Source: an optimization exercise on an open RTL-to-GDS flow (aim: small area). Production flows keep margins and buffers that such runs may drop. In this exercise RTL edits were held to simulation tests only and were not proved equivalent to the original. No activity file was given, so power comes from the tool's default toggle rates.

<file path="config.mk">
export PLATFORM = sky130hd
export DESIGN_NAME = Arr4x4
export DESIGN_NICKNAME = Arr4x4
export VERILOG_FILES = /design/flow/design.v
export SDC_FILE = /design/flow/constraint.sdc
export NUM_CORES = 4
export LEC_CHECK = 0
export ABC_AREA = 1
export CAP_MARGIN = 20
export CORE_MARGIN = 2
export CORE_UTILIZATION = 60
export CTS_BUF_LIST = sky130_fd_sc_hd__clkbuf_16
export CTS_CLUSTER_DIAMETER = 100
export CTS_CLUSTER_SIZE = 30
export SLEW_MARGIN = 20
</file>
<file path="constraint.sdc">
create_clock -name core_clock -period 7.5 [get_ports {clk}]
set_input_delay 1.5000 -clock core_clock [delete_from_list [all_inputs] [get_ports {clk}]]
set_output_delay 1.5000 -clock core_clock [all_outputs]
set_load 0.01 [all_outputs]
</file>
<file path="flow/invpush4.py">
#!/usr/bin/env python3
"""Remove inverters around full-adder cells in a flat Yosys netlist.

A full adder is self-dual: FA(~a, ~b, ~c) = (~sum, ~cout). Synthesis leaves
inverters on many full-adder inputs and outputs. This pass flips the polarity
of full adders (the inversion moves from inputs to outputs or back) whenever
that lowers the cell area: an inverter that is no longer needed is removed, a
single-load driver gate is swapped for its complement (xor2/xnor2, nand2/and2,
nor2/or2) instead of adding an inverter, and an xor2/xnor2 load takes the
inversion by swapping type, and a single-load nand2/nor2 whose input
complements already exist is swapped for nor2/nand2 of the complements. The
logic function does not change; registers are not touched.

usage: invpush4.py IN.v OUT.v
"""
import random
import re
import sys
from collections import defaultdict

P = "sky130_fd_sc_hd__"
OUT_PINS = {"X", "Y", "Q", "Q_N", "SUM", "COUT", "HI", "LO"}
INV_RE = re.compile(P + r"(inv|clkinv)_\d+$")
FA_RE = re.compile(P + r"fa_\d+$")
AREA = {"inv_1": 3.7536, "xor2_1": 8.7584, "xnor2_1": 8.7584, "nand2_1": 3.7536,
        "and2_1": 6.256, "and2_0": 6.256, "nor2_1": 3.7536, "or2_1": 6.256, "or2_0": 6.256}
# complement cell (same inputs, inverted output) and output pin names
COMP = {"xor2_1": ("xnor2_1", "X", "Y"), "xnor2_1": ("xor2_1", "Y", "X"),
        "nand2_1": ("and2_1", "Y", "X"), "and2_1": ("nand2_1", "X", "Y"),
        "and2_0": ("nand2_1", "X", "Y"),
        "nor2_1": ("or2_1", "Y", "X"), "or2_1": ("nor2_1", "X", "Y"), "or2_0": ("nor2_1", "X", "Y")}
# cells where inverting one input equals taking the complement cell
INPUT_COMP = {"xor2_1", "xnor2_1"}
INV_A = AREA["inv_1"]

src = open(sys.argv[1]).read()
src = re.sub(r"^\s*\(\*.*?\*\)\s*\n", "", src, flags=re.M)
m = re.search(r"^module\s+(\S+)\s*\(", src, re.M)
mod_start = m.start()
end = src.index("endmodule", mod_start)
body = src[mod_start:end]

cell_re = re.compile(r"^  (" + P + r"\w+)\s+(\S+)\s*\((.*?)\);\n", re.M | re.S)
pin_re = re.compile(r"\.(\w+)\(([^()]*)\)")
cells = {}
order = []
spans = []
for cm in cell_re.finditer(body):
    typ, name, pins = cm.group(1), cm.group(2), cm.group(3)
    cells[name] = [typ, {p: n.strip() for p, n in pin_re.findall(pins)}]
    order.append(name)
    spans.append((cm.start(), cm.end()))
rest = body
for s, e in reversed(spans):
    rest = rest[:s] + rest[e:]
fixed = set()
for am in re.finditer(r"assign\s+(.*?);", rest, re.S):
    for tok in re.findall(r"\\\S+(?:\s*\[\d+\])?|[A-Za-z_][\w$]*(?:\s*\[\d+\])?", am.group(1)):
        fixed.add(tok.strip())
for pm in re.finditer(r"^\s*(input|output|inout)\s+(?:\[(\d+):(\d+)\]\s+)?(\S+)\s*;", rest, re.M):
    nm = pm.group(4)
    if pm.group(2) is not None:
        a, b = int(pm.group(2)), int(pm.group(3))
        for i in range(min(a, b), max(a, b) + 1):
            fixed.add(f"{nm} [{i}]")
            fixed.add(f"{nm}[{i}]")
    else:
        fixed.add(nm)

drv = {}
loads = defaultdict(set)
for name, (typ, pd) in cells.items():
    for p, n in pd.items():
        if p in OUT_PINS:
            drv[n] = (name, p)
        else:
            loads[n].add((name, p))

cnt = [0]
new_wires = []


def fresh():
    cnt[0] += 1
    w = f"_ip_{cnt[0]}_"
    new_wires.append(w)
    return w


def short(c):
    return cells[c][0][len(P):]


def is_inv(c):
    return c in cells and INV_RE.match(cells[c][0])


def outnet(c):
    for p, n in cells[c][1].items():
        if p in OUT_PINS:
            return n


def inv_of(net):
    for (c, p) in loads.get(net, ()):
        if is_inv(c) and outnet(c) not in fixed:
            return c
    return None


def connect(c, p, net):
    old = cells[c][1][p]
    loads[old].discard((c, p))
    cells[c][1][p] = net
    loads[net].add((c, p))


def remove(c):
    for p, n in cells[c][1].items():
        if p in OUT_PINS:
            drv.pop(n, None)
        else:
            loads[n].discard((c, p))
    del cells[c]


def add_inv(a, y=None):
    cnt[0] += 1
    name = f"_ip_inv_{cnt[0]}_"
    if y is None:
        y = fresh()
    cells[name] = [P + "inv_1", {"A": a, "Y": y}]
    loads[a].add((name, "A"))
    drv[y] = (name, "Y")
    order.append(name)
    return name, y


def swap_type(c):
    """replace c by its complement cell, keeping its output net name"""
    typ, pd = cells[c]
    new, op, np_ = COMP[short(c)]
    n = pd.pop(op)
    pd[np_] = n
    cells[c][0] = P + new
    drv[n] = (c, np_)


DEMORGAN = {"nand2_1": "nor2_1", "nor2_1": "nand2_1"}


def comp_net(i):
    """a net that carries ~i without new cells, or None"""
    if i in fixed:
        j = inv_of(i)
        return outnet(j) if j else None
    d = drv.get(i)
    if d and is_inv(d[0]):
        return cells[d[0]][1]["A"]
    j = inv_of(i)
    return outnet(j) if j else None


def demorgan_ok(c):
    if short(c) not in DEMORGAN:
        return False
    pd = cells[c][1]
    return comp_net(pd["A"]) is not None and comp_net(pd["B"]) is not None


def demorgan_gain(c):
    """area freed by inverters that lose their last load when c swaps inputs"""
    pd = cells[c][1]
    g = 0.0
    for p in ("A", "B"):
        i = pd[p]
        d = drv.get(i)
        if d and is_inv(d[0]) and len(loads[i]) == 1 and i not in fixed:
            g += INV_A
    return g


def demorgan(c):
    pd = cells[c][1]
    na, nb = comp_net(pd["A"]), comp_net(pd["B"])
    olds = [pd["A"], pd["B"]]
    connect(c, "A", na)
    connect(c, "B", nb)
    cells[c][0] = P + DEMORGAN[short(c)]
    for i in olds:
        d = drv.get(i)
        if d and is_inv(d[0]) and not loads[i] and i not in fixed:
            remove(d[0])


def in_cost(n):
    """area change to make ~n available for one load that now takes n"""
    if n in fixed:
        return INV_A
    d = drv.get(n)
    if d and is_inv(d[0]):
        return -INV_A if len(loads[n]) == 1 else 0.0
    if d and len(loads[n]) == 1 and demorgan_ok(d[0]):
        return -demorgan_gain(d[0])
    if d and short(d[0]) in COMP and len(loads[n]) == 1:
        new = COMP[short(d[0])][0]
        return AREA[new] - AREA[short(d[0])]
    if inv_of(n) is not None:
        return 0.0
    return INV_A


def out_cost(o):
    """area change when the net o (driven by a flipped FA) changes polarity"""
    g = 0.0
    other = o in fixed
    for (c, q) in loads[o]:
        if is_inv(c) and outnet(c) not in fixed:
            g -= INV_A
        elif short(c) in INPUT_COMP:
            g += 0.0
        else:
            other = True
    if other:
        g += INV_A
    return g


def gain(f):
    pd = cells[f][1]
    ins = [pd["A"], pd["B"], pd["CIN"]]
    cost = 0.0
    seen = defaultdict(int)
    for n in ins:
        seen[n] += 1
    for n, k in seen.items():
        d = drv.get(n)
        if d and is_inv(d[0]) and n not in fixed:
            cost += -INV_A if len(loads[n]) == k else 0.0
        elif k == 1:
            cost += in_cost(n)
        else:
            cost += INV_A if inv_of(n) is None else 0.0
    cost += out_cost(pd["SUM"]) + out_cost(pd["COUT"])
    return -cost


def flip(f):
    pd = cells[f][1]
    for p in ("A", "B", "CIN"):
        n = pd[p]
        d = drv.get(n)
        if d and is_inv(d[0]) and n not in fixed:
            i = d[0]
            connect(f, p, cells[i][1]["A"])
            if not loads[n]:
                remove(i)
        elif d and len(loads[n]) == 1 and n not in fixed and demorgan_ok(d[0]):
            demorgan(d[0])
        elif d and short(d[0]) in COMP and len(loads[n]) == 1 and n not in fixed \
                and AREA[COMP[short(d[0])][0]] - AREA[short(d[0])] < INV_A and inv_of(n) is None:
            swap_type(d[0])
        else:
            j = inv_of(n)
            if j is None:
                j, _ = add_inv(n)
            connect(f, p, outnet(j))
    for p in ("SUM", "COUT"):
        o = pd[p]
        no = fresh()
        drv.pop(o, None)
        pd[p] = no
        drv[no] = (f, p)
        keep = o in fixed
        for (c, q) in list(loads[o]):
            if is_inv(c) and outnet(c) not in fixed:
                y = outnet(c)
                for (c2, q2) in list(loads[y]):
                    connect(c2, q2, no)
                remove(c)
            elif short(c) in INPUT_COMP:
                connect(c, q, no)
                swap_type(c)
            else:
                keep = True
        if keep:
            add_inv(no, o)


def area():
    return sum(AREA.get(short(c), 0.0) for c in cells)


def ninv():
    return sum(1 for c in cells if is_inv(c))


before = (ninv(), area())
rng = random.Random(1)
fas = [c for c in cells if FA_RE.match(cells[c][0])]
for it in range(200):
    changed = 0
    for f in fas:
        if f in cells and gain(f) > 1e-6:
            flip(f)
            changed += 1
    if not changed:
        break


def snapshot():
    return ({k: [v[0], dict(v[1])] for k, v in cells.items()}, list(order), list(new_wires))


def restore(s):
    cells.clear()
    cells.update({k: [v[0], dict(v[1])] for k, v in s[0].items()})
    order[:] = s[1]
    new_wires[:] = s[2]
    drv.clear()
    loads.clear()
    for name, (typ, pd) in cells.items():
        for p, n in pd.items():
            if p in OUT_PINS:
                drv[n] = (name, p)
            else:
                loads[n].add((name, p))


def fa_neighbours(f):
    """full adders joined to f by a net, directly or through one inverter"""
    out = set()
    pd = cells[f][1]
    for p in ("A", "B", "CIN"):
        n = pd[p]
        d = drv.get(n)
        if d and is_inv(d[0]):
            d = drv.get(cells[d[0]][1]["A"])
        if d and FA_RE.match(cells[d[0]][0]):
            out.add(d[0])
    for p in ("SUM", "COUT"):
        for (c, q) in loads[pd[p]]:
            if is_inv(c):
                for (c2, q2) in loads[outnet(c)]:
                    if FA_RE.match(cells[c2][0]):
                        out.add(c2)
            elif FA_RE.match(cells[c][0]):
                out.add(c)
    out.discard(f)
    return out


# neighbourhood moves: flip a full adder even at a loss, then flip its
# neighbours greedily; keep the result only if the total area went down
for rnd in range(3):
    improved = 0
    for f in fas:
        if f not in cells:
            continue
        a0 = area()
        s = snapshot()
        flip(f)
        for g in sorted(fa_neighbours(f)):
            if g in cells and gain(g) > 1e-6:
                flip(g)
        for g in fas:
            pass
        if area() < a0 - 1e-6:
            improved += 1
        else:
            restore(s)
    if not improved:
        break
    for f in fas:
        if f in cells and gain(f) > 1e-6:
            flip(f)

for c in list(cells):
    if c in cells and is_inv(c) and not loads[outnet(c)] and outnet(c) not in fixed:
        remove(c)
after = (ninv(), area())
sys.stderr.write(f"invpush4: inverters {before[0]} -> {after[0]}, "
                 f"area of touched cell kinds {before[1]:.1f} -> {after[1]:.1f}\n")

decl = "".join(f"  wire {w};\n" for w in new_wires)
inst = []
for name in order:
    if name not in cells:
        continue
    typ, pd = cells[name]
    pins = ",\n".join(f"    .{p}({n}{' ' if n.startswith(chr(92)) else ''})" for p, n in pd.items())
    inst.append(f"  {typ} {name} (\n{pins}\n  );\n")
hdr_end = rest.index(";") + 1
out_body = rest[:hdr_end] + "\n" + decl + rest[hdr_end:]
out_body = out_body.rstrip() + "\n" + "".join(inst)
open(sys.argv[2], "w").write(src[:mod_start] + out_body + src[end:])
</file>
<file path="standard.sh">
#!/bin/bash
# synth_recipe.tcl (not shown) runs the flow's synth.tcl, then flattens the netlist and writes it again
# the make line also repeats each setting of config.mk as NAME=value (left out here)
make -C /OpenROAD-flow-scripts/flow DESIGN_CONFIG=/design/flow/config.mk WORK_HOME=/design/flow/orfs CLKGATE_MAP_FILE= SYNTH_SCRIPT=/design/flow/synth_recipe.tcl "${@:-finish}"
</file>
<file path="flow/run.sh">
#!/bin/bash
# Standard layout, with one netlist step added after synthesis: invpush4.py
# removes inverters around full-adder cells (a full adder is self-dual, and a
# nand2 of two signals is a nor2 of their complements), which
# leaves the logic and every register unchanged. Ports are buffered with buf_1.
set -euo pipefail
W=$(pwd)
R=$W/orfs/results/$FLOW_PLATFORM/Arr4x4/base
bash standard.sh synth > $W/synth.log 2>&1
python3 $W/flow/invpush4.py $R/1_2_yosys.v $R/1_2_yosys_invpush.v > $W/invpush.log 2>&1
cp $R/1_2_yosys.v $W/1_2_yosys_standard.v
mv $R/1_2_yosys_invpush.v $R/1_2_yosys.v
rm -f $R/1_synth.odb $R/1_synth.sdc
bash standard.sh "BUFFER_PORTS_ARGS=-buffer_cell sky130_fd_sc_hd__buf_1" REMOVE_ABC_BUFFERS=1 finish > $W/layout.log 2>&1
</file>
<file path="design.v">
module REG8_hold(clk,rst_n,in,out,s);
parameter N=8;
input clk,s,rst_n;
input [N-1:0] in;
output [N-1:0] out;
reg [N-1:0] out;
always @ (posedge clk or negedge rst_n)
begin
    if (!rst_n) out <= {N{1'b0}};
    else if (!s) out <= in;
end
endmodule
module REG24_hold(clk,rst_n,in,out);
parameter N=24;
input clk,rst_n;
input [N-1:0] in;
output [N-1:0] out;
reg [N-1:0] out;
always @ (posedge clk or negedge rst_n)
begin
    if (!rst_n) out <= {N{1'b0}};
    else out <= in;
end
endmodule
module FA(a, b, c, s, co);
input a, b, c;
output s, co;
assign s = a ^ b ^ c;
assign co = (a & b) | (a & c) | (b & c);
endmodule
module HA(a, b, s, co);
input a, b;
output s, co;
assign s = a ^ b;
assign co = a & b;
endmodule
module PE_c2(Err_mac, Err_mult, w, a, w1, a1, mac1, mult1, c_out, k_out);
input Err_mac, Err_mult;
input [7:0] w, a;
output [16:0] c_out;
output [0:0] k_out;
wire [7:0] x = {a[7] & ~Err_mult, a[6:0]};
wire [7:0] y = {w[7:2] & {6{~(Err_mac | Err_mult)}}, w[1] & ~Err_mac, ~Err_mac & (Err_mult ? ~w[1] : w[0])};
input [7:0] w1, a1;
input mac1, mult1;
wire [7:0] x1 = {a1[7] & ~mult1, a1[6:0]};
wire [7:0] y1 = {w1[7:2] & {6{~(mac1 | mult1)}}, w1[1] & ~mac1, ~mac1 & (mult1 ? ~w1[1] : w1[0])};
wire n1, n2, n3, n4, n5, n6, n7, n8, n9, n10, n11, n12, n13, n14, n15, n16, n17, n18, n19, n20, n21, n22, n23, n24, n25, n26, n27, n28, n29, n30, n31, n32, n33, n34, n35, n36, n37, n38, n39, n40, n41, n42, n43, n44, n45, n46, n47, n48, n49, n50, n51, n52, n53, n54, n55, n56, n57, n58, n59, n60, n61, n62, n63, n64, n65, n66, n67, n68, n69, n70, n71, n72, n73, n74, n75, n76, n77, n78, n79, n80, n81, n82, n83, n84, n85, n86, n87, n88, n89, n90, n91, n92, n93, n94, n95, n96, n97, n98, n99, n100, n101, n102, n103, n104, n105, n106, n107, n108, n109, n110, n111, n112, n113, n114, n115, n116, n117, n118, n119, n120, n121, n122, n123, n124, n125, n126, n127, n128, n129, n130, n131, n132, n133, n134, n135, n136, n137, n138, n139, n140, n141, n142, n143, n144, n145, n146, n147, n148, n149, n150, n151, n152, n153, n154, n155, n156, n157, n158, n159, n160, n161, n162, n163, n164, n165, n166, n167, n168, n169, n170, n171, n172, n173, n174, n175, n176, n177, n178, n179, n180, n181, n182, n183, n184, n185, n186, n187, n188, n189, n190, n191, n192, n193, n194, n195, n196, n197, n198, n199, n200, n201, n202, n203, n204, n205, n206, n207, n208, n209, n210, n211, n212, n213, n214, n215, n216, n217, n218, n219, n220, n221, n222, n223, n224, n225, n226, n227, n228, n229, n230, n231, n232, n233, n234, n235, n236, n237, n238, n239, n240, n241, n242, n243, n244, n245, n246, n247, n248, n249, n250, n251, n252, n253, n254, n255, n256, n257, n258, n259, n260, n261, n262, n263, n264, n265, n266, n267, n268, n269, n270, n271, n272, n273, n274, n275, n276, n277, n278, n279, n280, n281, n282, n283, n284, n285, n286, n287, n288, n289, n290, n291, n292, n293, n294, n295, n296, n297, n298, n299, n300, n301, n302, n303, n304, n305, n306, n307, n308, n309, n310, n311, n312, n313, n314, n315, n316, n317, n318, n319, n320, n321, n322, n323, n324, n325, n326, n327, n328, n329, n330, n331, n332, n333, n334, n335, n336, n337, n338, n339, n340, n341, n342, n343, n344, n345, n346, n347, n348, n349, n350, n351, n352, n353, n354, n355, n356, n357, n358, n359, n360, n361, n362, n363, n364, n365, n366, n367, n368, n369, n370, n371;
assign n1 = x[0] & y[0];
assign n2 = x[0] & y[1];
assign n3 = x[0] & y[2];
assign n4 = x[0] & y[3];
assign n5 = x[0] & y[4];
assign n6 = x[0] & y[5];
assign n7 = x[0] & y[6];
assign n8 = ~(x[0] & y[7]);
assign n9 = x[1] & y[0];
assign n10 = x[1] & y[1];
assign n11 = x[1] & y[2];
assign n12 = x[1] & y[3];
assign n13 = x[1] & y[4];
assign n14 = x[1] & y[5];
assign n15 = x[1] & y[6];
assign n16 = ~(x[1] & y[7]);
assign n17 = x[2] & y[0];
assign n18 = x[2] & y[1];
assign n19 = x[2] & y[2];
assign n20 = x[2] & y[3];
assign n21 = x[2] & y[4];
assign n22 = x[2] & y[5];
assign n23 = x[2] & y[6];
assign n24 = ~(x[2] & y[7]);
assign n25 = x[3] & y[0];
assign n26 = x[3] & y[1];
assign n27 = x[3] & y[2];
assign n28 = x[3] & y[3];
assign n29 = x[3] & y[4];
assign n30 = x[3] & y[5];
assign n31 = x[3] & y[6];
assign n32 = ~(x[3] & y[7]);
assign n33 = x[4] & y[0];
assign n34 = x[4] & y[1];
assign n35 = x[4] & y[2];
assign n36 = x[4] & y[3];
assign n37 = x[4] & y[4];
assign n38 = x[4] & y[5];
assign n39 = x[4] & y[6];
assign n40 = ~(x[4] & y[7]);
assign n41 = x[5] & y[0];
assign n42 = x[5] & y[1];
assign n43 = x[5] & y[2];
assign n44 = x[5] & y[3];
assign n45 = x[5] & y[4];
assign n46 = x[5] & y[5];
assign n47 = x[5] & y[6];
assign n48 = ~(x[5] & y[7]);
assign n49 = x[6] & y[0];
assign n50 = x[6] & y[1];
assign n51 = x[6] & y[2];
assign n52 = x[6] & y[3];
assign n53 = x[6] & y[4];
assign n54 = x[6] & y[5];
assign n55 = x[6] & y[6];
assign n56 = ~(x[6] & y[7]);
assign n57 = ~(x[7] & y[0]);
assign n58 = ~(x[7] & y[1]);
assign n59 = ~(x[7] & y[2]);
assign n60 = ~(x[7] & y[3]);
assign n61 = ~(x[7] & y[4]);
assign n62 = ~(x[7] & y[5]);
assign n63 = ~(x[7] & y[6]);
assign n64 = x[7] & y[7];
assign n65 = x1[0] & y1[0];
assign n66 = x1[0] & y1[1];
assign n67 = x1[0] & y1[2];
assign n68 = x1[0] & y1[3];
assign n69 = x1[0] & y1[4];
assign n70 = x1[0] & y1[5];
assign n71 = x1[0] & y1[6];
assign n72 = ~(x1[0] & y1[7]);
assign n73 = x1[1] & y1[0];
assign n74 = x1[1] & y1[1];
assign n75 = x1[1] & y1[2];
assign n76 = x1[1] & y1[3];
assign n77 = x1[1] & y1[4];
assign n78 = x1[1] & y1[5];
assign n79 = x1[1] & y1[6];
assign n80 = ~(x1[1] & y1[7]);
assign n81 = x1[2] & y1[0];
assign n82 = x1[2] & y1[1];
assign n83 = x1[2] & y1[2];
assign n84 = x1[2] & y1[3];
assign n85 = x1[2] & y1[4];
assign n86 = x1[2] & y1[5];
assign n87 = x1[2] & y1[6];
assign n88 = ~(x1[2] & y1[7]);
assign n89 = x1[3] & y1[0];
assign n90 = x1[3] & y1[1];
assign n91 = x1[3] & y1[2];
assign n92 = x1[3] & y1[3];
assign n93 = x1[3] & y1[4];
assign n94 = x1[3] & y1[5];
assign n95 = x1[3] & y1[6];
assign n96 = ~(x1[3] & y1[7]);
assign n97 = x1[4] & y1[0];
assign n98 = x1[4] & y1[1];
assign n99 = x1[4] & y1[2];
assign n100 = x1[4] & y1[3];
assign n101 = x1[4] & y1[4];
assign n102 = x1[4] & y1[5];
assign n103 = x1[4] & y1[6];
assign n104 = ~(x1[4] & y1[7]);
assign n105 = x1[5] & y1[0];
assign n106 = x1[5] & y1[1];
assign n107 = x1[5] & y1[2];
assign n108 = x1[5] & y1[3];
assign n109 = x1[5] & y1[4];
assign n110 = x1[5] & y1[5];
assign n111 = x1[5] & y1[6];
assign n112 = ~(x1[5] & y1[7]);
assign n113 = x1[6] & y1[0];
assign n114 = x1[6] & y1[1];
assign n115 = x1[6] & y1[2];
assign n116 = x1[6] & y1[3];
assign n117 = x1[6] & y1[4];
assign n118 = x1[6] & y1[5];
assign n119 = x1[6] & y1[6];
assign n120 = ~(x1[6] & y1[7]);
assign n121 = ~(x1[7] & y1[0]);
assign n122 = ~(x1[7] & y1[1]);
assign n123 = ~(x1[7] & y1[2]);
assign n124 = ~(x1[7] & y1[3]);
assign n125 = ~(x1[7] & y1[4]);
assign n126 = ~(x1[7] & y1[5]);
assign n127 = ~(x1[7] & y1[6]);
assign n128 = x1[7] & y1[7];
HA u_n129 (n7, n14, n129, n130);
FA u_n131 (n8, n15, n22, n131, n132);
FA u_n133 (n29, n36, n43, n133, n134);
FA u_n135 (n16, n23, n30, n135, n136);
HA u_n137 (n37, n44, n137, n138);
FA u_n139 (n24, n31, n38, n139, n140);
HA u_n141 (n5, n12, n141, n142);
FA u_n143 (n6, n13, n20, n143, n144);
FA u_n145 (n27, n34, n41, n145, n146);
FA u_n147 (n129, n21, n28, n147, n148);
FA u_n149 (n35, n42, n49, n149, n150);
FA u_n151 (n71, n78, n85, n151, n152);
FA u_n153 (n130, n131, n133, n153, n154);
FA u_n155 (n50, n57, n72, n155, n156);
FA u_n157 (n79, n86, n93, n157, n158);
HA u_n159 (n100, n107, n159, n160);
FA u_n161 (n132, n134, n135, n161, n162);
FA u_n163 (n137, n51, n58, n163, n164);
FA u_n165 (n80, n87, n94, n165, n166);
FA u_n167 (n101, n108, n115, n167, n168);
FA u_n169 (n136, n138, n139, n169, n170);
FA u_n171 (n45, n52, n59, n171, n172);
FA u_n173 (n88, n95, n102, n173, n174);
FA u_n175 (n109, n116, n123, n175, n176);
FA u_n177 (n140, n32, n39, n177, n178);
FA u_n179 (n46, n53, n60, n179, n180);
FA u_n181 (n96, n103, n110, n181, n182);
FA u_n183 (n40, n47, n54, n183, n184);
FA u_n185 (n4, n11, n18, n185, n186);
FA u_n187 (n141, n19, n26, n187, n188);
FA u_n189 (n33, n69, n76, n189, n190);
FA u_n191 (n142, n143, n145, n191, n192);
FA u_n193 (n70, n77, n84, n193, n194);
HA u_n195 (n91, n98, n195, n196);
FA u_n197 (n144, n146, n147, n197, n198);
FA u_n199 (n149, n151, n92, n199, n200);
FA u_n201 (n99, n106, n113, n201, n202);
FA u_n203 (n148, n150, n152, n203, n204);
FA u_n205 (n153, n155, n157, n205, n206);
FA u_n207 (n159, n114, n121, n207, n208);
FA u_n209 (n154, n156, n158, n209, n210);
FA u_n211 (n160, n161, n163, n211, n212);
FA u_n213 (n165, n167, n122, n213, n214);
FA u_n215 (n162, n164, n166, n215, n216);
FA u_n217 (n168, n169, n171, n217, n218);
FA u_n219 (n173, n175, 1'b1, n219, n220);
FA u_n221 (n170, n172, n174, n221, n222);
FA u_n223 (n176, n177, n179, n223, n224);
FA u_n225 (n181, n117, n124, n225, n226);
FA u_n227 (n178, n180, n182, n227, n228);
FA u_n229 (n183, n61, n104, n229, n230);
FA u_n231 (n111, n118, n125, n231, n232);
FA u_n233 (n184, n48, n55, n233, n234);
FA u_n235 (n62, n112, n119, n235, n236);
FA u_n237 (n3, n10, n17, n237, n238);
FA u_n239 (n185, n25, n68, n239, n240);
HA u_n241 (n75, n82, n241, n242);
FA u_n243 (n186, n187, n189, n243, n244);
FA u_n245 (n83, n90, n97, n245, n246);
FA u_n247 (n188, n190, n191, n247, n248);
FA u_n249 (n193, n195, n105, n249, n250);
FA u_n251 (n192, n194, n196, n251, n252);
FA u_n253 (n197, n199, n201, n253, n254);
FA u_n255 (n198, n200, n202, n255, n256);
FA u_n257 (n203, n205, n207, n257, n258);
FA u_n259 (n204, n206, n208, n259, n260);
FA u_n261 (n209, n211, n213, n261, n262);
FA u_n263 (n210, n212, n214, n263, n264);
FA u_n265 (n215, n217, n219, n265, n266);
FA u_n267 (n216, n218, n220, n267, n268);
FA u_n269 (n221, n223, n225, n269, n270);
FA u_n271 (n222, n224, n226, n271, n272);
FA u_n273 (n227, n229, n231, n273, n274);
FA u_n275 (n228, n230, n232, n275, n276);
FA u_n277 (n233, n235, n126, n277, n278);
FA u_n279 (n234, n236, n56, n279, n280);
FA u_n281 (n63, n120, n127, n281, n282);
HA u_n283 (n2, n9, n283, n284);
FA u_n285 (n237, n67, n74, n285, n286);
FA u_n287 (n238, n239, n241, n287, n288);
FA u_n289 (n240, n242, n243, n289, n290);
FA u_n291 (n244, n246, n247, n291, n292);
FA u_n293 (n248, n250, n251, n293, n294);
FA u_n295 (n252, n254, n255, n295, n296);
FA u_n297 (n256, n258, n259, n297, n298);
FA u_n299 (n260, n262, n263, n299, n300);
FA u_n301 (n264, n266, n267, n301, n302);
FA u_n303 (n268, n270, n271, n303, n304);
FA u_n305 (n272, n274, n275, n305, n306);
FA u_n307 (n276, n278, n279, n307, n308);
FA u_n309 (n280, n282, n64, n309, n310);
HA u_n311 (n283, n66, n311, n312);
FA u_n313 (n284, n285, n81, n313, n314);
FA u_n315 (n286, n287, n89, n315, n316);
FA u_n317 (n288, n289, n245, n317, n318);
FA u_n319 (n290, n291, n249, n319, n320);
FA u_n321 (n292, n293, n253, n321, n322);
FA u_n323 (n294, n295, n257, n323, n324);
FA u_n325 (n296, n297, n261, n325, n326);
FA u_n327 (n298, n299, n265, n327, n328);
FA u_n329 (n300, n301, n269, n329, n330);
FA u_n331 (n302, n303, n273, n331, n332);
FA u_n333 (n304, n305, n277, n333, n334);
FA u_n335 (n306, n307, n281, n335, n336);
FA u_n337 (n308, n309, n128, n337, n338);
HA u_n339 (n1, n65, n339, n340);
FA u_n341 (n311, n73, n340, n341, n342);
FA u_n343 (n312, n313, n342, n343, n344);
FA u_n345 (n314, n315, n344, n345, n346);
FA u_n347 (n316, n317, n346, n347, n348);
FA u_n349 (n318, n319, n348, n349, n350);
FA u_n351 (n320, n321, n350, n351, n352);
FA u_n353 (n322, n323, n352, n353, n354);
FA u_n355 (n324, n325, n354, n355, n356);
FA u_n357 (n326, n327, n356, n357, n358);
FA u_n359 (n328, n329, n358, n359, n360);
HA u_n361 (n330, n331, n361, n362);
FA u_n363 (n332, n333, n362, n363, n364);
FA u_n365 (n334, n335, n364, n365, n366);
FA u_n367 (n336, n337, n366, n367, n368);
FA u_n369 (n338, n310, n368, n369, n370);
assign n371 = 1'b1 ^ n370;
assign c_out = {n371, n369, n367, n365, n363, n361, n359, n357, n355, n353, n351, n349, n347, n345, n343, n341, n339};
assign k_out = {n360};
endmodule
module PE_c3(Err_mac, Err_mult, w, a, c_in, k_in, c_out, k_out);
input Err_mac, Err_mult;
input [7:0] w, a;
input [16:0] c_in;
input [0:0] k_in;
output [16:0] c_out;
output [0:0] k_out;
wire [7:0] x = {a[7] & ~Err_mult, a[6:0]};
wire [7:0] y = {w[7:2] & {6{~(Err_mac | Err_mult)}}, w[1] & ~Err_mac, ~Err_mac & (Err_mult ? ~w[1] : w[0])};
wire n1, n2, n3, n4, n5, n6, n7, n8, n9, n10, n11, n12, n13, n14, n15, n16, n17, n18, n19, n20, n21, n22, n23, n24, n25, n26, n27, n28, n29, n30, n31, n32, n33, n34, n35, n36, n37, n38, n39, n40, n41, n42, n43, n44, n45, n46, n47, n48, n49, n50, n51, n52, n53, n54, n55, n56, n57, n58, n59, n60, n61, n62, n63, n64, n65, n66, n67, n68, n69, n70, n71, n72, n73, n74, n75, n76, n77, n78, n79, n80, n81, n82, n83, n84, n85, n86, n87, n88, n89, n90, n91, n92, n93, n94, n95, n96, n97, n98, n99, n100, n101, n102, n103, n104, n105, n106, n107, n108, n109, n110, n111, n112, n113, n114, n115, n116, n117, n118, n119, n120, n121, n122, n123, n124, n125, n126, n127, n128, n129, n130, n131, n132, n133, n134, n135, n136, n137, n138, n139, n140, n141, n142, n143, n144, n145, n146, n147, n148, n149, n150, n151, n152, n153, n154, n155, n156, n157, n158, n159, n160, n161, n162, n163, n164, n165, n166, n167, n168, n169, n170, n171, n172, n173, n174, n175, n176, n177, n178, n179, n180, n181, n182, n183, n184, n185, n186, n187, n188, n189, n190, n191, n192, n193, n194, n195, n196, n197, n198, n199, n200, n201, n202, n203, n204, n205, n206, n207, n208, n209, n210, n211, n212, n213, n214, n215, n216, n217, n218, n219, n220;
assign n1 = x[0] & y[0];
assign n2 = x[0] & y[1];
assign n3 = x[0] & y[2];
assign n4 = x[0] & y[3];
assign n5 = x[0] & y[4];
assign n6 = x[0] & y[5];
assign n7 = x[0] & y[6];
assign n8 = ~(x[0] & y[7]);
assign n9 = x[1] & y[0];
assign n10 = x[1] & y[1];
assign n11 = x[1] & y[2];
assign n12 = x[1] & y[3];
assign n13 = x[1] & y[4];
assign n14 = x[1] & y[5];
assign n15 = x[1] & y[6];
assign n16 = ~(x[1] & y[7]);
assign n17 = x[2] & y[0];
assign n18 = x[2] & y[1];
assign n19 = x[2] & y[2];
assign n20 = x[2] & y[3];
assign n21 = x[2] & y[4];
assign n22 = x[2] & y[5];
assign n23 = x[2] & y[6];
assign n24 = ~(x[2] & y[7]);
assign n25 = x[3] & y[0];
assign n26 = x[3] & y[1];
assign n27 = x[3] & y[2];
assign n28 = x[3] & y[3];
assign n29 = x[3] & y[4];
assign n30 = x[3] & y[5];
assign n31 = x[3] & y[6];
assign n32 = ~(x[3] & y[7]);
assign n33 = x[4] & y[0];
assign n34 = x[4] & y[1];
assign n35 = x[4] & y[2];
assign n36 = x[4] & y[3];
assign n37 = x[4] & y[4];
assign n38 = x[4] & y[5];
assign n39 = x[4] & y[6];
assign n40 = ~(x[4] & y[7]);
assign n41 = x[5] & y[0];
assign n42 = x[5] & y[1];
assign n43 = x[5] & y[2];
assign n44 = x[5] & y[3];
assign n45 = x[5] & y[4];
assign n46 = x[5] & y[5];
assign n47 = x[5] & y[6];
assign n48 = ~(x[5] & y[7]);
assign n49 = x[6] & y[0];
assign n50 = x[6] & y[1];
assign n51 = x[6] & y[2];
assign n52 = x[6] & y[3];
assign n53 = x[6] & y[4];
assign n54 = x[6] & y[5];
assign n55 = x[6] & y[6];
assign n56 = ~(x[6] & y[7]);
assign n57 = ~(x[7] & y[0]);
assign n58 = ~(x[7] & y[1]);
assign n59 = ~(x[7] & y[2]);
assign n60 = ~(x[7] & y[3]);
assign n61 = ~(x[7] & y[4]);
assign n62 = ~(x[7] & y[5]);
assign n63 = ~(x[7] & y[6]);
assign n64 = x[7] & y[7];
assign n65 = ~c_in[16];
HA u_n66 (n6, n13, n66, n67);
FA u_n68 (n7, n14, n21, n68, n69);
HA u_n70 (n28, n35, n70, n71);
FA u_n72 (n8, n15, n22, n72, n73);
FA u_n74 (n29, n36, n43, n74, n75);
HA u_n76 (n50, n57, n76, n77);
FA u_n78 (n16, n23, n30, n78, n79);
FA u_n80 (n37, n44, n51, n80, n81);
FA u_n82 (n58, c_in[8], 1'b1, n82, n83);
FA u_n84 (n24, n31, n38, n84, n85);
FA u_n86 (n45, n52, n59, n86, n87);
FA u_n88 (n32, n39, n46, n88, n89);
HA u_n90 (n40, n47, n90, n91);
HA u_n92 (n4, n11, n92, n93);
FA u_n94 (n5, n12, n19, n94, n95);
HA u_n96 (n26, n33, n96, n97);
FA u_n98 (n66, n20, n27, n98, n99);
FA u_n100 (n34, n41, c_in[5], n100, n101);
FA u_n102 (n67, n68, n70, n102, n103);
FA u_n104 (n42, n49, c_in[6], n104, n105);
FA u_n106 (n69, n71, n72, n106, n107);
FA u_n108 (n74, n76, c_in[7], n108, n109);
FA u_n110 (n73, n75, n77, n110, n111);
FA u_n112 (n78, n80, n82, n112, n113);
FA u_n114 (n79, n81, n83, n114, n115);
FA u_n116 (n84, n86, c_in[9], n116, n117);
FA u_n118 (n85, n87, n88, n118, n119);
FA u_n120 (n53, n60, c_in[10], n120, n121);
FA u_n122 (n89, n90, n54, n122, n123);
FA u_n124 (n61, c_in[11], k_in[0], n124, n125);
FA u_n126 (n91, n48, n55, n126, n127);
HA u_n128 (n62, c_in[12], n128, n129);
HA u_n130 (n56, n63, n130, n131);
HA u_n132 (n3, n10, n132, n133);
FA u_n134 (n92, n18, n25, n134, n135);
FA u_n136 (n93, n94, n96, n136, n137);
FA u_n138 (n95, n97, n98, n138, n139);
FA u_n140 (n99, n101, n102, n140, n141);
FA u_n142 (n103, n105, n106, n142, n143);
FA u_n144 (n107, n109, n110, n144, n145);
FA u_n146 (n111, n113, n114, n146, n147);
FA u_n148 (n115, n117, n118, n148, n149);
FA u_n150 (n119, n121, n122, n150, n151);
FA u_n152 (n123, n125, n126, n152, n153);
FA u_n154 (n127, n129, n130, n154, n155);
HA u_n156 (n131, n64, n156, n157);
HA u_n158 (n2, n9, n158, n159);
FA u_n160 (n132, n17, c_in[2], n160, n161);
FA u_n162 (n133, n134, c_in[3], n162, n163);
FA u_n164 (n135, n136, c_in[4], n164, n165);
FA u_n166 (n137, n138, n100, n166, n167);
FA u_n168 (n139, n140, n104, n168, n169);
FA u_n170 (n141, n142, n108, n170, n171);
FA u_n172 (n143, n144, n112, n172, n173);
FA u_n174 (n145, n146, n116, n174, n175);
FA u_n176 (n147, n148, n120, n176, n177);
FA u_n178 (n149, n150, n124, n178, n179);
FA u_n180 (n151, n152, n128, n180, n181);
FA u_n182 (n153, n154, c_in[13], n182, n183);
FA u_n184 (n155, n156, c_in[14], n184, n185);
FA u_n186 (n157, c_in[15], 1'b1, n186, n187);
HA u_n188 (n1, c_in[0], n188, n189);
FA u_n190 (n158, c_in[1], n189, n190, n191);
FA u_n192 (n159, n160, n191, n192, n193);
FA u_n194 (n161, n162, n193, n194, n195);
FA u_n196 (n163, n164, n195, n196, n197);
FA u_n198 (n165, n166, n197, n198, n199);
FA u_n200 (n167, n168, n199, n200, n201);
FA u_n202 (n169, n170, n201, n202, n203);
FA u_n204 (n171, n172, n203, n204, n205);
FA u_n206 (n173, n174, n205, n206, n207);
FA u_n208 (n175, n176, n207, n208, n209);
HA u_n210 (n177, n178, n210, n211);
FA u_n212 (n179, n180, n211, n212, n213);
FA u_n214 (n181, n182, n213, n214, n215);
FA u_n216 (n183, n184, n215, n216, n217);
FA u_n218 (n185, n186, n217, n218, n219);
assign n220 = n187 ^ n65 ^ n219;
assign c_out = {n220, n218, n216, n214, n212, n210, n208, n206, n204, n202, n200, n198, n196, n194, n192, n190, n188};
assign k_out = {n209};
endmodule
module PE_c4(Err_mac, Err_mult, w, a, c_in, k_in, c_out, k_out);
input Err_mac, Err_mult;
input [7:0] w, a;
input [16:0] c_in;
input [0:0] k_in;
output [17:0] c_out;
output [0:0] k_out;
wire [7:0] x = {a[7] & ~Err_mult, a[6:0]};
wire [7:0] y = {w[7:2] & {6{~(Err_mac | Err_mult)}}, w[1] & ~Err_mac, ~Err_mac & (Err_mult ? ~w[1] : w[0])};
wire n1, n2, n3, n4, n5, n6, n7, n8, n9, n10, n11, n12, n13, n14, n15, n16, n17, n18, n19, n20, n21, n22, n23, n24, n25, n26, n27, n28, n29, n30, n31, n32, n33, n34, n35, n36, n37, n38, n39, n40, n41, n42, n43, n44, n45, n46, n47, n48, n49, n50, n51, n52, n53, n54, n55, n56, n57, n58, n59, n60, n61, n62, n63, n64, n65, n66, n67, n68, n69, n70, n71, n72, n73, n74, n75, n76, n77, n78, n79, n80, n81, n82, n83, n84, n85, n86, n87, n88, n89, n90, n91, n92, n93, n94, n95, n96, n97, n98, n99, n100, n101, n102, n103, n104, n105, n106, n107, n108, n109, n110, n111, n112, n113, n114, n115, n116, n117, n118, n119, n120, n121, n122, n123, n124, n125, n126, n127, n128, n129, n130, n131, n132, n133, n134, n135, n136, n137, n138, n139, n140, n141, n142, n143, n144, n145, n146, n147, n148, n149, n150, n151, n152, n153, n154, n155, n156, n157, n158, n159, n160, n161, n162, n163, n164, n165, n166, n167, n168, n169, n170, n171, n172, n173, n174, n175, n176, n177, n178, n179, n180, n181, n182, n183, n184, n185, n186, n187, n188, n189, n190, n191, n192, n193, n194, n195, n196, n197, n198, n199, n200, n201, n202, n203, n204, n205, n206, n207, n208, n209, n210, n211, n212, n213, n214, n215, n216, n217, n218, n219, n220, n221, n222;
assign n1 = x[0] & y[0];
assign n2 = x[0] & y[1];
assign n3 = x[0] & y[2];
assign n4 = x[0] & y[3];
assign n5 = x[0] & y[4];
assign n6 = x[0] & y[5];
assign n7 = x[0] & y[6];
assign n8 = ~(x[0] & y[7]);
assign n9 = x[1] & y[0];
assign n10 = x[1] & y[1];
assign n11 = x[1] & y[2];
assign n12 = x[1] & y[3];
assign n13 = x[1] & y[4];
assign n14 = x[1] & y[5];
assign n15 = x[1] & y[6];
assign n16 = ~(x[1] & y[7]);
assign n17 = x[2] & y[0];
assign n18 = x[2] & y[1];
assign n19 = x[2] & y[2];
assign n20 = x[2] & y[3];
assign n21 = x[2] & y[4];
assign n22 = x[2] & y[5];
assign n23 = x[2] & y[6];
assign n24 = ~(x[2] & y[7]);
assign n25 = x[3] & y[0];
assign n26 = x[3] & y[1];
assign n27 = x[3] & y[2];
assign n28 = x[3] & y[3];
assign n29 = x[3] & y[4];
assign n30 = x[3] & y[5];
assign n31 = x[3] & y[6];
assign n32 = ~(x[3] & y[7]);
assign n33 = x[4] & y[0];
assign n34 = x[4] & y[1];
assign n35 = x[4] & y[2];
assign n36 = x[4] & y[3];
assign n37 = x[4] & y[4];
assign n38 = x[4] & y[5];
assign n39 = x[4] & y[6];
assign n40 = ~(x[4] & y[7]);
assign n41 = x[5] & y[0];
assign n42 = x[5] & y[1];
assign n43 = x[5] & y[2];
assign n44 = x[5] & y[3];
assign n45 = x[5] & y[4];
assign n46 = x[5] & y[5];
assign n47 = x[5] & y[6];
assign n48 = ~(x[5] & y[7]);
assign n49 = x[6] & y[0];
assign n50 = x[6] & y[1];
assign n51 = x[6] & y[2];
assign n52 = x[6] & y[3];
assign n53 = x[6] & y[4];
assign n54 = x[6] & y[5];
assign n55 = x[6] & y[6];
assign n56 = ~(x[6] & y[7]);
assign n57 = ~(x[7] & y[0]);
assign n58 = ~(x[7] & y[1]);
assign n59 = ~(x[7] & y[2]);
assign n60 = ~(x[7] & y[3]);
assign n61 = ~(x[7] & y[4]);
assign n62 = ~(x[7] & y[5]);
assign n63 = ~(x[7] & y[6]);
assign n64 = x[7] & y[7];
assign n65 = ~c_in[16];
HA u_n66 (n6, n13, n66, n67);
FA u_n68 (n7, n14, n21, n68, n69);
HA u_n70 (n28, n35, n70, n71);
FA u_n72 (n8, n15, n22, n72, n73);
FA u_n74 (n29, n36, n43, n74, n75);
HA u_n76 (n50, n57, n76, n77);
FA u_n78 (n16, n23, n30, n78, n79);
FA u_n80 (n37, n44, n51, n80, n81);
FA u_n82 (n58, c_in[8], 1'b1, n82, n83);
FA u_n84 (n24, n31, n38, n84, n85);
FA u_n86 (n45, n52, n59, n86, n87);
FA u_n88 (n32, n39, n46, n88, n89);
HA u_n90 (n40, n47, n90, n91);
HA u_n92 (n4, n11, n92, n93);
FA u_n94 (n5, n12, n19, n94, n95);
HA u_n96 (n26, n33, n96, n97);
FA u_n98 (n66, n20, n27, n98, n99);
FA u_n100 (n34, n41, c_in[5], n100, n101);
FA u_n102 (n67, n68, n70, n102, n103);
FA u_n104 (n42, n49, c_in[6], n104, n105);
FA u_n106 (n69, n71, n72, n106, n107);
FA u_n108 (n74, n76, c_in[7], n108, n109);
FA u_n110 (n73, n75, n77, n110, n111);
FA u_n112 (n78, n80, n82, n112, n113);
FA u_n114 (n79, n81, n83, n114, n115);
FA u_n116 (n84, n86, c_in[9], n116, n117);
FA u_n118 (n85, n87, n88, n118, n119);
FA u_n120 (n53, n60, c_in[10], n120, n121);
FA u_n122 (n89, n90, n54, n122, n123);
FA u_n124 (n61, c_in[11], k_in[0], n124, n125);
FA u_n126 (n91, n48, n55, n126, n127);
HA u_n128 (n62, c_in[12], n128, n129);
HA u_n130 (n56, n63, n130, n131);
HA u_n132 (n3, n10, n132, n133);
FA u_n134 (n92, n18, n25, n134, n135);
FA u_n136 (n93, n94, n96, n136, n137);
FA u_n138 (n95, n97, n98, n138, n139);
FA u_n140 (n99, n101, n102, n140, n141);
FA u_n142 (n103, n105, n106, n142, n143);
FA u_n144 (n107, n109, n110, n144, n145);
FA u_n146 (n111, n113, n114, n146, n147);
FA u_n148 (n115, n117, n118, n148, n149);
FA u_n150 (n119, n121, n122, n150, n151);
FA u_n152 (n123, n125, n126, n152, n153);
FA u_n154 (n127, n129, n130, n154, n155);
HA u_n156 (n131, n64, n156, n157);
HA u_n158 (n2, n9, n158, n159);
FA u_n160 (n132, n17, c_in[2], n160, n161);
FA u_n162 (n133, n134, c_in[3], n162, n163);
FA u_n164 (n135, n136, c_in[4], n164, n165);
FA u_n166 (n137, n138, n100, n166, n167);
FA u_n168 (n139, n140, n104, n168, n169);
FA u_n170 (n141, n142, n108, n170, n171);
FA u_n172 (n143, n144, n112, n172, n173);
FA u_n174 (n145, n146, n116, n174, n175);
FA u_n176 (n147, n148, n120, n176, n177);
FA u_n178 (n149, n150, n124, n178, n179);
FA u_n180 (n151, n152, n128, n180, n181);
FA u_n182 (n153, n154, c_in[13], n182, n183);
FA u_n184 (n155, n156, c_in[14], n184, n185);
FA u_n186 (n157, c_in[15], 1'b1, n186, n187);
HA u_n188 (n1, c_in[0], n188, n189);
FA u_n190 (n158, c_in[1], n189, n190, n191);
FA u_n192 (n159, n160, n191, n192, n193);
FA u_n194 (n161, n162, n193, n194, n195);
FA u_n196 (n163, n164, n195, n196, n197);
FA u_n198 (n165, n166, n197, n198, n199);
FA u_n200 (n167, n168, n199, n200, n201);
FA u_n202 (n169, n170, n201, n202, n203);
FA u_n204 (n171, n172, n203, n204, n205);
FA u_n206 (n173, n174, n205, n206, n207);
FA u_n208 (n175, n176, n207, n208, n209);
HA u_n210 (n177, n178, n210, n211);
FA u_n212 (n179, n180, n211, n212, n213);
FA u_n214 (n181, n182, n213, n214, n215);
FA u_n216 (n183, n184, n215, n216, n217);
FA u_n218 (n185, n186, n217, n218, n219);
FA u_n220 (n187, n65, n219, n220, n221);
assign n222 = 1'b1 ^ n221;
assign c_out = {n222, n220, n218, n216, n214, n212, n210, n208, n206, n204, n202, n200, n198, n196, n194, n192, n190, n188};
assign k_out = {n209};
endmodule
module CSUM_out(s, k, c);
input [17:0] s;
input [0:0] k;
output [23:0] c;
wire n1, n2, n3, n4, n5, n6, n7, n8, n9, n10, n11, n12, n13;
HA u_n1 (s[11], k[0], n1, n2);
HA u_n3 (s[12], n2, n3, n4);
HA u_n5 (s[13], n4, n5, n6);
HA u_n7 (s[14], n6, n7, n8);
HA u_n9 (s[15], n8, n9, n10);
HA u_n11 (s[16], n10, n11, n12);
assign n13 = s[17] ^ n12;
wire [17:0] r = {n13, n11, n9, n7, n5, n3, n1, s[10], s[9], s[8], s[7], s[6], s[5], s[4], s[3], s[2], s[1], s[0]};
assign c = {{6{r[17]}}, r};
endmodule
module PEreg_c1(Err_mac, Err_mult, w_in, a_in, w_out, a_out, mac_d, mult_d, clk, rst_n, hold);
input [7:0] w_in, a_in;
input Err_mac, Err_mult, clk, rst_n, hold;
output [7:0] w_out, a_out;
output mac_d, mult_d;
REG8_hold regW(clk, rst_n, w_in, w_out, hold);
REG8_hold regA(clk, rst_n, a_in, a_out, 1'b0);
REG24_hold #(2) regE(clk, rst_n, {Err_mac, Err_mult}, {mac_d, mult_d});
endmodule
module PEreg_c2(Err_mac, Err_mult, w_in, a_in, a1, mac1, mult1, hold_d, w_out, a_out, c_out, k_out, clk, rst_n, hold);
input [7:0] w_in, a_in;
input Err_mac, Err_mult, clk, rst_n, hold;
output [7:0] w_out, a_out;
output [16:0] c_out;
output [0:0] k_out;
wire [16:0] p_sum;
wire [0:0] p_k;
input [7:0] a1;
input mac1, mult1, hold_d;
wire [7:0] w1 = hold_d ? w_in : w_out;
PE_c2 PE_no_reg(Err_mac, Err_mult, w_out, a_out, w1, a1, mac1, mult1, p_sum, p_k);
REG8_hold regW(clk, rst_n, w_in, w_out, hold);
REG8_hold regA(clk, rst_n, a_in, a_out, 1'b0);
REG24_hold #(17) regC(clk, rst_n, p_sum, c_out);
REG24_hold #(1) regK(clk, rst_n, p_k, k_out);
endmodule
module PEreg_c3(Err_mac, Err_mult, w_in, a_in, c_in, k_in, w_out, a_out, c_out, k_out, clk, rst_n, hold);
input [7:0] w_in, a_in;
input [16:0] c_in;
input [0:0] k_in;
input Err_mac, Err_mult, clk, rst_n, hold;
output [7:0] w_out, a_out;
output [16:0] c_out;
output [0:0] k_out;
wire [16:0] p_sum;
wire [0:0] p_k;
PE_c3 PE_no_reg(Err_mac, Err_mult, w_out, a_out, c_in, k_in, p_sum, p_k);
REG8_hold regW(clk, rst_n, w_in, w_out, hold);
REG8_hold regA(clk, rst_n, a_in, a_out, 1'b0);
REG24_hold #(17) regC(clk, rst_n, p_sum, c_out);
REG24_hold #(1) regK(clk, rst_n, p_k, k_out);
endmodule
module PEreg_c4(Err_mac, Err_mult, w_in, a_in, c_in, k_in, w_out, a_out, c_out, k_out, clk, rst_n, hold);
input [7:0] w_in, a_in;
input [16:0] c_in;
input [0:0] k_in;
input Err_mac, Err_mult, clk, rst_n, hold;
output [7:0] w_out, a_out;
output [17:0] c_out;
output [0:0] k_out;
wire [17:0] p_sum;
wire [0:0] p_k;
PE_c4 PE_no_reg(Err_mac, Err_mult, w_out, a_out, c_in, k_in, p_sum, p_k);
REG8_hold regW(clk, rst_n, w_in, w_out, hold);
REG8_hold regA(clk, rst_n, a_in, a_out, 1'b0);
REG24_hold #(18) regC(clk, rst_n, p_sum, c_out);
REG24_hold #(1) regK(clk, rst_n, p_k, k_out);
endmodule
module Arr4x4(Err_mac, Err_mult,
             w1_in, w2_in, w3_in, w4_in,
             a1_in, a2_in, a3_in, a4_in,
             w1_out, w2_out, w3_out, w4_out,
             a1_out, a2_out, a3_out, a4_out,
             c1_out, c2_out, c3_out, c4_out,
             clk, rst_n, hold);
input [7:0] w1_in, w2_in, w3_in, w4_in;
input [7:0] a1_in, a2_in, a3_in, a4_in;
input clk, rst_n, hold;
input [15:0] Err_mac, Err_mult;
output [7:0] w1_out, w2_out, w3_out, w4_out;
output [7:0] a1_out, a2_out, a3_out, a4_out;
output [23:0] c1_out, c2_out, c3_out, c4_out;
wire [7:0] w11, a11;
wire [15:0] c11;
wire [0:0] k11;
wire [7:0] w12, a12;
wire [16:0] c12;
wire [0:0] k12;
wire [7:0] w13, a13;
wire [16:0] c13;
wire [0:0] k13;
wire [7:0] w14, a14;
wire [17:0] c14;
wire [0:0] k14;
wire [7:0] w21, a21;
wire [15:0] c21;
wire [0:0] k21;
wire [7:0] w22, a22;
wire [16:0] c22;
wire [0:0] k22;
wire [7:0] w23, a23;
wire [16:0] c23;
wire [0:0] k23;
wire [7:0] w24, a24;
wire [17:0] c24;
wire [0:0] k24;
wire [7:0] w31, a31;
wire [15:0] c31;
wire [0:0] k31;
wire [7:0] w32, a32;
wire [16:0] c32;
wire [0:0] k32;
wire [7:0] w33, a33;
wire [16:0] c33;
wire [0:0] k33;
wire [7:0] w34, a34;
wire [17:0] c34;
wire [0:0] k34;
wire [7:0] w41, a41;
wire [15:0] c41;
wire [0:0] k41;
wire [7:0] w42, a42;
wire [16:0] c42;
wire [0:0] k42;
wire [7:0] w43, a43;
wire [16:0] c43;
wire [0:0] k43;
wire [7:0] w44, a44;
wire [17:0] c44;
wire [0:0] k44;
wire hold_d;
wire [7:0] a51;
REG24_hold #(1) regH(clk, rst_n, hold, hold_d);
REG8_hold regA5(clk, rst_n, a41, a51, 1'b0);
wire mac11, mult11;
wire mac21, mult21;
wire mac31, mult31;
wire mac41, mult41;
PEreg_c1 PE11(Err_mac[0], Err_mult[0], w1_in, a1_in, w11, a11, mac11, mult11, clk, rst_n, hold);
PEreg_c1 PE21(Err_mac[1], Err_mult[1], w2_in, a11, w21, a21, mac21, mult21, clk, rst_n, hold);
PEreg_c1 PE31(Err_mac[2], Err_mult[2], w3_in, a21, w31, a31, mac31, mult31, clk, rst_n, hold);
PEreg_c1 PE41(Err_mac[3], Err_mult[3], w4_in, a31, w41, a41, mac41, mult41, clk, rst_n, hold);
PEreg_c2 PE12(Err_mac[4], Err_mult[4], w11, a2_in, a21, mac11, mult11, hold_d, w12, a12, c12, k12, clk, rst_n, hold);
PEreg_c2 PE22(Err_mac[5], Err_mult[5], w21, a12, a31, mac21, mult21, hold_d, w22, a22, c22, k22, clk, rst_n, hold);
PEreg_c2 PE32(Err_mac[6], Err_mult[6], w31, a22, a41, mac31, mult31, hold_d, w32, a32, c32, k32, clk, rst_n, hold);
PEreg_c2 PE42(Err_mac[7], Err_mult[7], w41, a32, a51, mac41, mult41, hold_d, w42, a42, c42, k42, clk, rst_n, hold);
PEreg_c3 PE13(Err_mac[8], Err_mult[8], w12, a3_in, c12, k12, w13, a13, c13, k13, clk, rst_n, hold);
PEreg_c3 PE23(Err_mac[9], Err_mult[9], w22, a13, c22, k22, w23, a23, c23, k23, clk, rst_n, hold);
PEreg_c3 PE33(Err_mac[10], Err_mult[10], w32, a23, c32, k32, w33, a33, c33, k33, clk, rst_n, hold);
PEreg_c3 PE43(Err_mac[11], Err_mult[11], w42, a33, c42, k42, w43, a43, c43, k43, clk, rst_n, hold);
PEreg_c4 PE14(Err_mac[12], Err_mult[12], w13, a4_in, c13, k13, w14, a14, c14, k14, clk, rst_n, hold);
PEreg_c4 PE24(Err_mac[13], Err_mult[13], w23, a14, c23, k23, w24, a24, c24, k24, clk, rst_n, hold);
PEreg_c4 PE34(Err_mac[14], Err_mult[14], w33, a24, c33, k33, w34, a34, c34, k34, clk, rst_n, hold);
PEreg_c4 PE44(Err_mac[15], Err_mult[15], w43, a34, c43, k43, w44, a44, c44, k44, clk, rst_n, hold);
CSUM_out out1(c14, k14, c1_out);
assign w1_out = w14;
assign a1_out = a41;
CSUM_out out2(c24, k24, c2_out);
assign w2_out = w24;
assign a2_out = a42;
CSUM_out out3(c34, k34, c3_out);
assign w3_out = w34;
assign a3_out = a43;
CSUM_out out4(c44, k44, c4_out);
assign w4_out = w44;
assign a4_out = a44;
endmodule
</file>
==> out/metrics.yaml, run 1 <==
cp-end-kind: "flop"
fin_crit_ns: 6.84
wl_per_cell_um: 21.1
cts_root_buffer: "clkbuf_16"
dp.cells: 4886
n_fill_cell: 5581
finalHoldViolCount: 0
dp_hpwl_um: 89000
cts.repair.resized: 0
r2r_start: "PE12.regW.out[1]"
critical_path.endpoint: "PE42.regC.out[10]"
chipHeight_um: 271
cts_setup_buffers: 0
worstPathRequired_ns: 7.99
report.final.slew_viol_count: 0
ff2ff_setup_slack_ns: 1.10
area_growth_pct: 6.55
crit_type: "input port to flop"
vias: 26971
grt_pass1_vias: 30494
grt_max_degree: 179
drt_pre_antenna_iters: 5
syn_area_um2: 42700
dpl_cell_area_um2: 44400
gr-total-overflow: 0
clk_pin_slew_ns: 0.11
dpl_worst_slack_ns: -0.0000475
synth_area_per_cell_um2: 11.4
grt_use_met3: 0.0320
grt_setup_unrepaired: "no"
relSlewSlack: 0.336
status: "complete, no violations"
max_cap_violations: 0
tightest_slew_ns: 0.996
peakVddDrop_v: 0.000340
die_x_um: 271
max_clock_freq_ghz: 0.146
cts_tree: "built"
drtIter0Drc: 2044
skew_ns: 0.0203
die_area_um2: 73200
fin_area_um2: 45400
cp-startpoint: "Err_mac[7]"
start_kind: "input port"
top_usage_layer: "met2"
start_util: 0.608
cts_max_level: 1
power_density_nw_per_um2: 295
met2_usage: 0.525
cts_buffer_depth: 3
postSynthCellCount: 3755
antenna_found_initial: 4
grt_use_met1: 0.407
reg2reg_depth: 16
cts.sinks: 493
setup_ws_ns: 0.657
grtUsageTotal: 0.302
hold_buffers: 0
fin_cells: 4941
p_leak_uw: 0.0221
clock_latency_ns: 0.62
drtAntennaViolNets: 0
yosysWarningCount: 5
reg2reg_to: "PE12.regC.out[10]"
core_area_um2: 70100
rows: 97
viasPerCell: 5.46
cp_max_fo: 3
report.power.total_uw: 13400
nNetsFinal: 5204
arrival_ns: 7.34
io_buffers: 258
grt_pass1_wl_um: 169000
finalCritPeriodShare: 0.912
numCtsBuffers: 28
ios: 259
place_congestion: 0.956
drc_errors: 0
drive_gt1_frac: 0.0455
postLayoutCoreUtil: 0.648
setup_violations: 0
wl_um: 104000
min_path_type: "flop to flop"
critical path, cell delays in order:
cell	delay (ns)
buf_1	0.10
nor2_1	0.21
nand2_1	0.13
nor2_1	0.16
fa_1	0.48
fa_1	0.57
fa_1	0.45
fa_1	0.49
fa_1	0.42
fa_1	0.40
fa_1	0.43
fa_1	0.40
fa_1	0.39
fa_1	0.39
fa_1	0.39
fa_1	0.43
state kept, by name, summed over array words and instances, names as in the netlist, 17 cells and up:
signal	count
PE14.regC.out	18
PE24.regC.out	18
PE34.regC.out	18
PE44.regC.out	18
PE12.regC.out	17
PE13.regC.out	17
PE22.regC.out	17
PE23.regC.out	17
PE32.regC.out	17
PE33.regC.out	17
PE42.regC.out	17
PE43.regC.out	17
area by class of cell:
type	count	area, µm²	share of cell area
clock buffer	29	726	0.0160
tap	940	1180	0.0259
sequential	493	12300	0.271
inverter	437	1650	0.0363
clock inverter	23	333	0.00732
timing repair buffer	322	1510	0.0333
antenna	2	5.00	0.000110
multi-input combinational	2695	27700	0.610
metal layers:
layer / share of wire / wire [µm]
met5: 0 / 0
met4: 0.036 / 3760
met3: 0.054 / 5680
met2: 0.52 / 54100
met1: 0.39 / 40700
stage by stage:
step	hold WS [ns]	TNS, ns
after detailed placement	0.335	-0.0000475
after global routing	0.367	0
after floorplan	0.331	0
after global placement	0.333	0
final	0.358	0
after CTS	0.359	0
worst min path at each step:
stage / start / to / slack [ns] / depth (start not counted)
2_1_floorplan: PE11.regA.out[0] / PE21.regA.out[0] / 0.33 / 0
3_3_place_gp: PE11.regA.out[6] / PE21.regA.out[6] / 0.33 / 0
3_5_place_dp: PE11.regA.out[1] / PE21.regA.out[1] / 0.33 / 0
4_1_cts: PE11.regA.out[1] / PE21.regA.out[1] / 0.36 / 0
5_1_grt: PE11.regA.out[1] / PE21.regA.out[1] / 0.37 / 0
6_report: PE11.regA.out[1] / PE21.regA.out[1] / 0.36 / 0
cells in the final DEF (no fill, tap or decap), types with 5 or more instances in the layout:
master / instances
xor2_1: 8
ha_1: 188
mux2_2: 6
inv_1: 428
inv_16: 5
o211ai_2: 7
buf_4: 60
nor2_2: 7
and2_1: 8
nand3_2: 8
a21oi_1: 74
dfrtp_1: 492
o21ai_0: 68
clkbuf_16: 29
inv_2: 9
fa_1: 940
nor2_1: 893
nand2_1: 421
nor3_1: 8
buf_1: 256
or2_1: 20
o21ai_2: 13
nand3_1: 11
power breakdown:
part | switching [µW] | leakage [µW] | internal (µW)
Combinational | 4160 | 0.0158 | 3350
Clock | 1070 | 0.000514 | 825
Sequential | 453 | 0.00578 | 3570
Total | 5680 | 0.0221 | 7750
==> run 2, diff against run 1 <==
--- a/config.mk
+++ b/config.mk
@@ -8,3 +8,3 @@
 export ABC_AREA = 1
-export CAP_MARGIN = 20
+export CAP_MARGIN = 5
 export CORE_MARGIN = 2
@@ -13,3 +13,3 @@
 export CTS_CLUSTER_DIAMETER = 100
-export CTS_CLUSTER_SIZE = 30
-export SLEW_MARGIN = 20
+export CTS_CLUSTER_SIZE = 20
+export SLEW_MARGIN = 5
==> run 2 against run 1 <==
Largest power group unchanged. Wire length hardly changed. Cell count fell by 0.20%. Still clean on timing, DRC and antenna. Worst hold slack worse by 0.0066 ns. Via count about the same. Critical path type unchanged.
==> out/metrics.yaml, run 2 <==
status: "complete, no violations"  # unchanged
setup_tns_ns: 0  # unchanged
gr-total-overflow: 0  # unchanged
syn_area_um2: 42700  # unchanged
area_growth_pct: 6.20  # was 6.55%
max_clock_freq_ghz: 0.146  # about the same
max_cap_violations: 0  # unchanged
crit_type: "input port to flop"  # unchanged
grt_use_met1: 0.406  # was 0.407
fin_crit_ns: 6.84  # about the same
start_kind: "input port"  # unchanged
arrival_ns: 7.35  # was 7.34 ns
cp-end-kind: "flop"  # unchanged
worstPathRequired_ns: 8.01  # was 7.99 ns
peakVddDrop_v: 0.000337  # was 0.000340 V
drc_errors: 0  # unchanged
die_x_um: 271  # unchanged
dpl_cell_area_um2: 44400  # unchanged
drive_gt1_frac: 0.0434  # was 0.0455
place_congestion: 0.956  # unchanged
power_density_nw_per_um2: 294  # was 295 nW/µm²
grt_max_degree: 179  # unchanged
min_path_type: "flop to flop"  # unchanged
finalCritPeriodShare: 0.912  # about the same
cts.sinks: 493  # unchanged
grt_pass1_vias: 30598  # was 30,494
dp.cells: 4886  # unchanged
hold_buffers: 0  # unchanged
report.power.total_uw: 13300  # was 13,400 µW
drtIter0Drc: 1910  # was 2,044
vias: 26955  # was 26,971
io_buffers: 258  # unchanged
p_leak_uw: 0.0220  # was 0.0221 µW
fin_cells: 4931  # was 4,941
met2_usage: 0.525  # about the same
skew_ns: 0.0375  # was 0.0203 ns
chipHeight_um: 271  # unchanged
antenna_found_initial: 3  # was 4
cts_tree: "built"  # unchanged
finalHoldViolCount: 0  # unchanged
cts_setup_buffers: 0  # unchanged
tightest_slew_ns: 0.980  # was 0.996 ns
grt_pass1_wl_um: 169000  # about the same
wl_um: 104000  # about the same
postSynthCellCount: 3755  # unchanged
core_area_um2: 70100  # unchanged
grt_use_met3: 0.0294  # was 0.0320
fin_area_um2: 45300  # was 45,400 µm²
rows: 97  # unchanged
start_util: 0.608  # unchanged
yosysWarningCount: 5  # unchanged
final_common_cell: "fa_1"  # unchanged
ios: 259  # unchanged
top_usage_layer: "met2"  # unchanged
final_cell_mix: "fa_1, nor2_1, dfrtp_1"  # unchanged
cts_max_level: 1  # unchanged
relSlewSlack: 0.347  # was 0.336
nNetsFinal: 5206  # was 5,204
cts_buffer_depth: 3  # unchanged
grt_setup_unrepaired: "no"  # unchanged
dp_hpwl_um: 89000  # unchanged
cts_root_buffer: "clkbuf_16"  # unchanged
clk_pin_slew_ns: 0.08  # was 0.11 ns
setup_violations: 0  # unchanged
viasPerCell: 5.47  # was 5.46
clock_latency_ns: 0.65  # was 0.62 ns
synth_area_per_cell_um2: 11.4  # unchanged
drt_pre_antenna_iters: 7  # was 5
drtAntennaViolNets: 0  # unchanged
die_area_um2: 73200  # unchanged
cp_max_fo: 6  # was 3
wl_per_cell_um: 21.2  # was 21.1 µm
grtUsageTotal: 0.303  # was 0.302
cts.repair.resized: 0  # unchanged
postLayoutCoreUtil: 0.646  # was 0.648
report.final.slew_viol_count: 0  # unchanged
numCtsBuffers: 31  # was 28
[run 2: cell types whose count changed in the layout (fill, tap and decap cells not counted), moves of 2 or more]
cell       before  now
clkbuf_16      29   31
inv_12          4    0
inv_16          5    1
clkinv_8        4    1
[run 2: power by group]
| part | leakage [µW] | switching [µW] | total, µW | internal [µW] |
|---|---|---|---|---|
| clock network | 0.000462 | 947 | 1780 | 830 |
| registers | 0.00578 | 452 | 4030 | 3580 |
| logic | 0.0158 | 4150 | 7490 | 3340 |
| total | 0.0220 | 5550 | 13300 | 7750 |
[run 2: worst max-delay path, stage by stage]
cell	delay, ns
buf_1	0.11
nor2_1	0.11
buf_4	0.15
nand2_1	0.09
nor2_1	0.15
fa_1	0.48
fa_1	0.58
fa_1	0.45
fa_1	0.49
fa_1	0.41
fa_1	0.39
fa_1	0.41
fa_1	0.39
fa_1	0.40
fa_1	0.41
fa_1	0.39
fa_1	0.44
[run 2: layout make-up]
cell class | instances | area (µm²)
inverters | 437 | 1650
flip-flops and latches | 493 | 12300
fillers | 5607 | 24900
diodes | 2 | 5.00
repair buffers | 321 | 1490
clock inverters | 12 | 161
multi-input cells | 2695 | 27700
well taps | 940 | 1180
clock buffers | 31 | 776
[run 2: worst paths after layout]
| path | startpoint | end | slack (ns) | cells after the start |
|---|---|---|---|---|
| max in group asynchronous | rst_n | PE12.regA.out[6] | 5.08 | 2 |
| worst min register to register | PE11.regA.out[1] | PE21.regA.out[1] | 0.35 | 0 |
| worst max register to register | PE12.regW.out[1] | PE12.regC.out[10] | 1.11 | 16 |
| worst min-delay path | PE11.regA.out[1] | PE21.regA.out[1] | 0.35 | 0 |
| min in group asynchronous | rst_n | PE34.regC.out[6] | 0.92 | 1 |
| worst max-delay path | Err_mult[5] | PE22.regC.out[10] | 0.66 | 17 |
[run 2: stage by stage]
stage / worst slack [ns] / hold slack [ns]
detailed placement: -0.0000475 / 0.335
finish: 0.659 / 0.352
CTS: 0.672 / 0.353
floorplan: 0.221 / 0.331
global route: 0.459 / 0.359
global placement: 0.0987 / 0.333
[run 2: routing by layer]
layer / wire length [µm] / vias up
li1: - / 11613
met1: 40800 / 14248
met2: 54000 / 906
met3: 5550 / 188
met4: 3990 / 0
met5: 0 / -

## afterwards: timing with drivers on the ports
In the flow no input, the clock included, has a driving cell. The finished layouts below were timed again as built, in two steps.
Step 1 sets driving cells, clkbuf_16 on the clock port and buf_2 on the other inputs (assumed; they add their load-dependent delay and slew).
Step 2 also shifts input and output timing later by t, the mid clock arrival at the registers, as if the neighbouring blocks saw the same clock.
Slacks: no drivers / after step 1 / after step 2; pairs: no drivers / after step 1.
| run | t, ns | setup WS [ns] | hold slack, ns | worst register clock-pin slew, ns |
|---|---|---|---|---|
| run 1 | 0.683 | 0.657 / 0.686 / 0.003 | 0.358 / 0.358 / 0.358 | 0.11 / 0.11 |
| run 2 | 0.699 | 0.659 / 0.664 / -0.035 | 0.352 / 0.352 / 0.352 | 0.09 / 0.09 |
Met with ideal ports but missed after step 2: setup timing in run 2. The setup slack of run 2, which loses most, moves by +0.005 ns with the drivers and by -0.694 ns with both steps.
